Context: an optimization exercise on an open-source flow, tuned for small area. The choices shown serve that exercise and are no tape-out recipe. At most, simulation tests tie the RTL to the original design; equivalence was not proved. No driver is modelled on the clock port, so clocking that relies on it looks cheaper here than on a real chip. No activity file was given, so power comes from the tool's default toggle rates.

Setup of cedar:
==> flow/design.v <==
module pwm_module (
    input wire clk,
    input wire reset,                     
    input wire run,                       
    input wire [8:0] pwm_input,           
    output reg ChannelA,
    output reg ChannelB,
    output reg PWM_out
);
    reg [7:0] quo;
    reg [8:0] rem_x;
    wire [8:0] rem = rem_x ^ 9'd164;
    reg       cmp_q;                      
    reg       direction;                  
    wire [9:0] rem_inc  = {1'b0, rem} + 10'd51;
    wire       step     = rem_inc[9];
    wire [8:0] rem_next = rem + (step ? 9'd63 : 9'd51);
    wire       wrap = (quo == 8'd254);
    wire [7:0] tog;
    assign tog[0] = step & ~wrap;
    genvar i;
    generate for (i = 1; i < 8; i = i + 1) begin : g_tog
        assign tog[i] = step & ((&quo[i-1:0]) | wrap);
    end endgenerate
    always @(posedge clk) begin
        rem_x <= run ? (rem_next ^ 9'd164) : 9'd0;
        quo   <= run ? (quo ^ tog) : 8'd0;
    end
    wire       s   = pwm_input[8];
    wire [7:0] r   = quo ^ {8{s}};
    wire       on  = (pwm_input[7:0] > r) ^ s;
    always @(posedge clk or posedge reset) begin
        if (reset) begin
            cmp_q     <= 1'b0;
            direction <= 1'b0;
            PWM_out   <= 1'b0;
            ChannelA  <= 1'b0;
            ChannelB  <= 1'b0;
        end else begin
            cmp_q     <= on & run;
            direction <= s & run;
            PWM_out   <= cmp_q;
            ChannelA  <= ~direction;
            ChannelB  <= direction;
        end
    end
endmodule
module pwm_bus_demo #(
        parameter pwm_WIDTH = 16,
        parameter DATA_WIDTH = 16
    ) (
        input  wire [7:0]  slave_address,      
        input  wire        slave_read,         
        output reg  [DATA_WIDTH-1:0] slave_readdata,     
        input  wire        slave_write,        
        input  wire [DATA_WIDTH-1:0] slave_writedata,    
        input  wire        clk,           
        input  wire        reset,         
        input  wire [(DATA_WIDTH/8)-1:0] slave_byteenable,
        output wire channel_A,   
        output wire channel_B,   
        output wire pwm_out
    );
    reg [DATA_WIDTH-1:0] mem;
    wire                 run = channel_A | channel_B;
    pwm_module my_ip(
        .clk(clk),
        .reset(reset),
        .run(run),
        .pwm_input(mem[8:0]),
        .ChannelA(channel_A),
        .ChannelB(channel_B),
        .PWM_out(pwm_out)
    );
    wire                  rd_load = slave_read & ~reset;
    wire [DATA_WIDTH-1:0] mem_d, rd_d;
    bus_sel #(.W(DATA_WIDTH)) mem_sel (
        .a(slave_writedata), .sa(slave_write),
        .b(mem),             .sb(~slave_write & run),
        .y(mem_d)
    );
    bus_sel #(.W(DATA_WIDTH)) rd_sel (
        .a(mem),             .sa(rd_load & run),
        .b(slave_readdata),  .sb(~rd_load),
        .y(rd_d)
    );
    always @(posedge clk) begin
        mem <= mem_d;
    end
    always @(posedge clk) begin
        slave_readdata <= rd_d;
    end
endmodule
module bus_sel #(
    parameter W = 16
) (
    input  wire [W-1:0] a,
    input  wire         sa,
    input  wire [W-1:0] b,
    input  wire         sb,
    output wire [W-1:0] y
);
    assign y = (a & {W{sa}}) | (b & {W{sb}});
endmodule
==> flow/config.mk <==
export PLATFORM = sky130hd
export DESIGN_NAME = pwm_bus_demo
export DESIGN_NICKNAME = pwm_bus_demo
export VERILOG_FILES = /design/flow/design.v
export SDC_FILE = /design/flow/constraint.sdc
export NUM_CORES = 4
export LEC_CHECK = 0
export CAP_MARGIN = 20
export CORE_AREA = 2.3 2.72 61.64 61.2
export DIE_AREA = 0 0 64 64
export PLACE_DENSITY = 0.85
export SLEW_MARGIN = 20
export SYNTH_HIERARCHICAL = 1
export SYNTH_MINIMUM_KEEP_SIZE = 0
==> flow/constraint.sdc <==
create_clock -name core_clock -period 32.0 [get_ports {clk}]
set_input_delay 6.4000 -clock core_clock [delete_from_list [all_inputs] [get_ports {clk}]]
set_output_delay 6.4000 -clock core_clock [all_outputs]
set_load 0.01 [all_outputs]
standard.sh (not shown) runs the stock make flow with config.mk's settings and CLKGATE_MAP_FILE= SYNTH_SCRIPT=/design/flow/synth_recipe.tcl, a recipe that flattens the netlist after the stock synthesis.
==> flow/flow/run.sh <==
#!/bin/bash
# Own layout flow for pwm_bus_demo:
#  1. the standard synthesis, unchanged (standard.sh synth);
#  2. the combinational cells between the registers re-mapped by ABC for area
#     (registers are kept as they are: same instances, names and cell types;
#     so are the and-or selects, a22o, that feed the bus registers);
#  3. the rest of the standard ORFS flow, with the 1x buffer on every port;
#     the clock is buffered by flow/pre_cts.tcl (one clock buffer per group of
#     nearby registers) just before CTS, which then has nothing left to add.
# Each tool's output goes to a log of its own in the work folder.
set -euo pipefail
cd "$(dirname "$0")/.."
W=$PWD
P=${FLOW_PLATFORM:-sky130hd}
R=$W/orfs/results/$P/pwm_bus_demo/base
LIB=$FLOW_HOME/platforms/$P/lib/sky130_fd_sc_hd__tt_025C_1v80.lib
YOSYS=$(command -v yosys || echo "$FLOW_HOME/../tools/install/yosys/bin/yosys")

export BUFFER_PORTS_ARGS="-buffer_cell sky130_fd_sc_hd__buf_1"
export PRE_GLOBAL_PLACE_TCL=$W/flow/upsize.tcl
# Clock buffers placed by flow/pre_cts.tcl (one per group of nearby registers)
# before CTS, which then finds the clock already buffered and adds nothing.
export PRE_CTS_TCL=$W/flow/pre_cts.tcl
export CLK_BUF_GROUPS=${CLK_BUF_GROUPS:-4}
export CLK_BUF_CELL=sky130_fd_sc_hd__clkbuf_8
export CTS_ARGS="-sink_clustering_enable -repair_clock_nets -dont_use_dummy_load"

bash standard.sh synth > log_1_standard_synth.log 2>&1
cp "$R/1_2_yosys.v" "$W/synth_standard.v"

# Cells the platform marks don't-use, for ABC to leave out.
DONT_USE=$(sed -n '/^export DONT_USE_CELLS/,/^$/p' "$FLOW_HOME/platforms/$P/config.mk" \
  | grep -o 'sky130_fd_sc_hd__[A-Za-z0-9_]*' | sed 's/^/-dont_use /' | tr '\n' ' ')

# Two ABC scripts; the netlist with the smaller cell area is kept.
best=""; best_area=""
for s in area area2; do
  cat > "$W/reopt_$s.ys" <<EOF
read_liberty -ignore_miss_func $LIB
read_verilog $W/synth_standard.v
hierarchy -top $FLOW_TOP
chtype -map sky130_fd_sc_hd__a22o_2 sky130_fd_sc_hd__a22o_1 t:sky130_fd_sc_hd__a22o_2
chtype -map sky130_fd_sc_hd__a22o_4 sky130_fd_sc_hd__a22o_1 t:sky130_fd_sc_hd__a22o_4
setattr -mod -set keep_hierarchy 1 sky130_fd_sc_hd__df* sky130_fd_sc_hd__edf* sky130_fd_sc_hd__sdf* sky130_fd_sc_hd__dl* sky130_fd_sc_hd__a22o_1
flatten
techmap
opt -fast
select $FLOW_TOP
abc -liberty $LIB -script $W/flow/$s.abc $DONT_USE
opt_clean
write_verilog -noattr -selected $W/synth_reopt_$s.v
design -reset
read_liberty -lib $LIB
read_verilog $W/synth_reopt_$s.v
hierarchy -top $FLOW_TOP
tee -o $W/synth_reopt_$s.area stat -liberty $LIB
EOF
  "$YOSYS" -s "$W/reopt_$s.ys" > "log_2_reopt_$s.log" 2>&1
  a=$(awk '/Chip area for/ {print $NF}' "$W/synth_reopt_$s.area" | tail -1)
  echo "reopt $s: area $a" >> log_2_reopt_choice.log
  if [[ -z "$best" ]] || awk -v a="$a" -v b="$best_area" 'BEGIN {exit !(a < b)}'; then
    best=$s; best_area=$a
  fi
done
echo "kept $best" >> log_2_reopt_choice.log
cp "$W/synth_reopt_$best.v" "$W/synth_reopt.v"
cp "$W/synth_reopt.v" "$R/1_2_yosys.v"
rm -f "$R/1_synth.odb" "$R/1_synth.sdc"

bash standard.sh > log_3_standard_layout.log 2>&1
Other scripts of this flow, unchanged in this note and not shown: flow/flow/area.abc, flow/flow/area2.abc, flow/flow/pre_cts.tcl, flow/flow/upsize.tcl
cedar: PASS, flow complete, no timing, DRC or antenna violations
> inputs changed (cedar -> lagoon)
diff --git a/flow/design.v b/flow/design.v
--- a/flow/design.v
+++ b/flow/design.v
@@ -25,22 +25,22 @@
     always @(posedge clk) begin
         rem_x <= run ? (rem_next ^ 9'd164) : 9'd0;
         quo   <= run ? (quo ^ tog) : 8'd0;
     end
     wire       s   = pwm_input[8];
     wire [7:0] r   = quo ^ {8{s}};
-    wire       on  = (pwm_input[7:0] > r) ^ s;
+    wire [8:0] sum = {(pwm_input[7:0] > r) ^ s, 8'd0};
     always @(posedge clk or posedge reset) begin
         if (reset) begin
             cmp_q     <= 1'b0;
             direction <= 1'b0;
             PWM_out   <= 1'b0;
             ChannelA  <= 1'b0;
             ChannelB  <= 1'b0;
         end else begin
-            cmp_q     <= on & run;
+            cmp_q     <= sum[8] & run;
             direction <= s & run;
             PWM_out   <= cmp_q;
             ChannelA  <= ~direction;
             ChannelB  <= direction;
         end
     end
Results
Average size of a mapped cell: cedar vs lagoon identical
Compared with cedar, in lagoon final-layout worst hold slack did not really move, clock latency on the worst-skew pair did not really move, maximum operating frequency did not really move, number of standard cells in the layout, taps in and fillers out did not really move, clock share of power did not really move.
Comparing cedar against lagoon, there is no change at all in final instance area.
lagoon completed; timing, DRC and antenna clean
From lagoon to cedar, power did not move at all.
The RTL of lagoon was laid out without a check of its function.

========
Another version of the RTL of pwm_bus_demo (not shown whole).
Size in the first run: ~180 cells after synthesis, roughly 49 I/O pins, ~1800 um^2 of cells after synthesis.
==> module pwm_module, before the edit <==
module pwm_module (
    input wire clk,
    input wire reset,                     
    input wire run,                       
    input wire [8:0] pwm_input,           
    output reg ChannelA,
    output reg ChannelB,
    output reg PWM_out
);
    reg [7:0] quo_x;
    wire [7:0] quo = ~quo_x;
    reg [8:0] rem_x;
    wire [8:0] rem = rem_x ^ 9'd164;
    reg       cmp_q;                      
    reg       direction;                  
    wire [9:0] rem_inc  = {1'b0, rem} + 10'd51;
    wire       step     = rem_inc[9];
    wire [8:0] rem_next = rem + (step ? 9'd63 : 9'd51);
    wire       wrap = (quo == 8'd254);
    wire [7:0] tog;
    assign tog[0] = step & ~wrap;
    genvar i;
    generate for (i = 1; i < 8; i = i + 1) begin : g_tog
        assign tog[i] = step & ((&quo[i-1:0]) | wrap);
    end endgenerate
    always @(posedge clk) begin
        rem_x <= run ? (rem_next ^ 9'd164) : 9'd0;
        quo_x <= run ? ~(quo ^ tog) : 8'hff;
    end
    wire       s   = pwm_input[8];
    wire [7:0] r   = quo ^ {8{s}};
    wire       on  = (pwm_input[7:0] > r) ^ s;
    wire dir_run = direction & run;
    always @(posedge clk) begin
        direction <= s & run;
    end
    always @(posedge clk or posedge reset) begin
        if (reset) begin
            cmp_q     <= 1'b0;
            PWM_out   <= 1'b0;
            ChannelA  <= 1'b0;
            ChannelB  <= 1'b0;
        end else begin
            cmp_q     <= on & run;
            PWM_out   <= cmp_q;
            ChannelA  <= ~dir_run;
            ChannelB  <= dir_run;
        end
    end
endmodule
Settings: LEC_CHECK=0, CAP_MARGIN=20, CORE_AREA=2.3 2.72 61.64 61.2, DIE_AREA=0 0 64 64, PLACE_DENSITY=0.85, SLEW_MARGIN=20, SYNTH_HIERARCHICAL=1, SYNTH_MINIMUM_KEEP_SIZE=0; clock period 32.0 ns.
Scripts as last shown in full above: flow/flow/run.sh
Other scripts of this flow, unchanged in this note and not shown: flow/flow/area.abc, flow/flow/area2.abc, flow/flow/pre_cts.tcl, flow/flow/upsize.tcl
The first run completed with no timing, DRC or antenna violations.
Rerun with:
--- a/flow/design.v
+++ b/flow/design.v
@@ -6,10 +6,9 @@
     output reg ChannelA,
     output reg ChannelB,
     output reg PWM_out
 );
-    reg [7:0] quo_x;
-    wire [7:0] quo = ~quo_x;
+    reg [7:0] quo;
     reg [8:0] rem_x;
     wire [8:0] rem = rem_x ^ 9'd164;
     reg       cmp_q;                      
     reg       direction;                  
@@ -24,9 +23,9 @@
         assign tog[i] = step & ((&quo[i-1:0]) | wrap);
     end endgenerate
     always @(posedge clk) begin
         rem_x <= run ? (rem_next ^ 9'd164) : 9'd0;
-        quo_x <= run ? ~(quo ^ tog) : 8'hff;
+        quo   <= run ? (quo ^ tog) : 8'd0;
     end
     wire       s   = pwm_input[8];
     wire [7:0] r   = quo ^ {8{s}};
     wire       on  = (pwm_input[7:0] > r) ^ s;
Register-to-register slack is worse by 0.34 ns.
Routed wire length falls slightly.
Setup slack is worse by 0.053 ns.
Area after synthesis rises slightly.
Via count falls slightly.
Worst hold slack is better by 0.0061 ns.
Sequential cell count does not change.
Clock power barely changes.
Global-route usage falls by 0.82 points.
Design area rises slightly.
Utilization rises by 0.33 points.
Sequential share of layout area falls by 0.28 points.

## re-timing with driven ports
The results above use ideal ports. As a check the final layouts listed here were re-extracted and re-timed, cells and wires unchanged.
Step 1 sets driving cells, clkbuf_16 on the clock port and buf_2 on the other inputs (assumed; they add their load-dependent delay and slew).
Step 2 moves the port delays by t, midway between the first and last clock arrival at a register: inputs arrive t later, outputs are due t later. That takes back most of the time a late clock gives input paths.
Three values: ideal ports, drivers, drivers and shift; two values: the first two.
| run | shift t [ns] | setup slack, ns | hold slack, ns | worst register clock-pin slew, ns | pins driven straight from the clock port |
|---|---|---|---|---|---|
| cedar | 0.190 | 24.350 / 24.374 / 24.184 | 0.348 / 0.348 / 0.348 | 0.09 / 0.09 | 4 |
| lagoon | 0.190 | 24.350 / 24.374 / 24.184 | 0.348 / 0.348 / 0.348 | 0.09 / 0.09 | 4 |
| the first run of note 2 | 0.195 | 24.405 / 24.440 / 24.245 | 0.356 / 0.356 / 0.356 | 0.09 / 0.09 | 4 |
| the second run of note 2 | 0.194 | 24.352 / 24.385 / 24.191 | 0.363 / 0.362 / 0.362 | 0.09 / 0.09 | 4 |
After both steps every run listed still meets setup and hold.
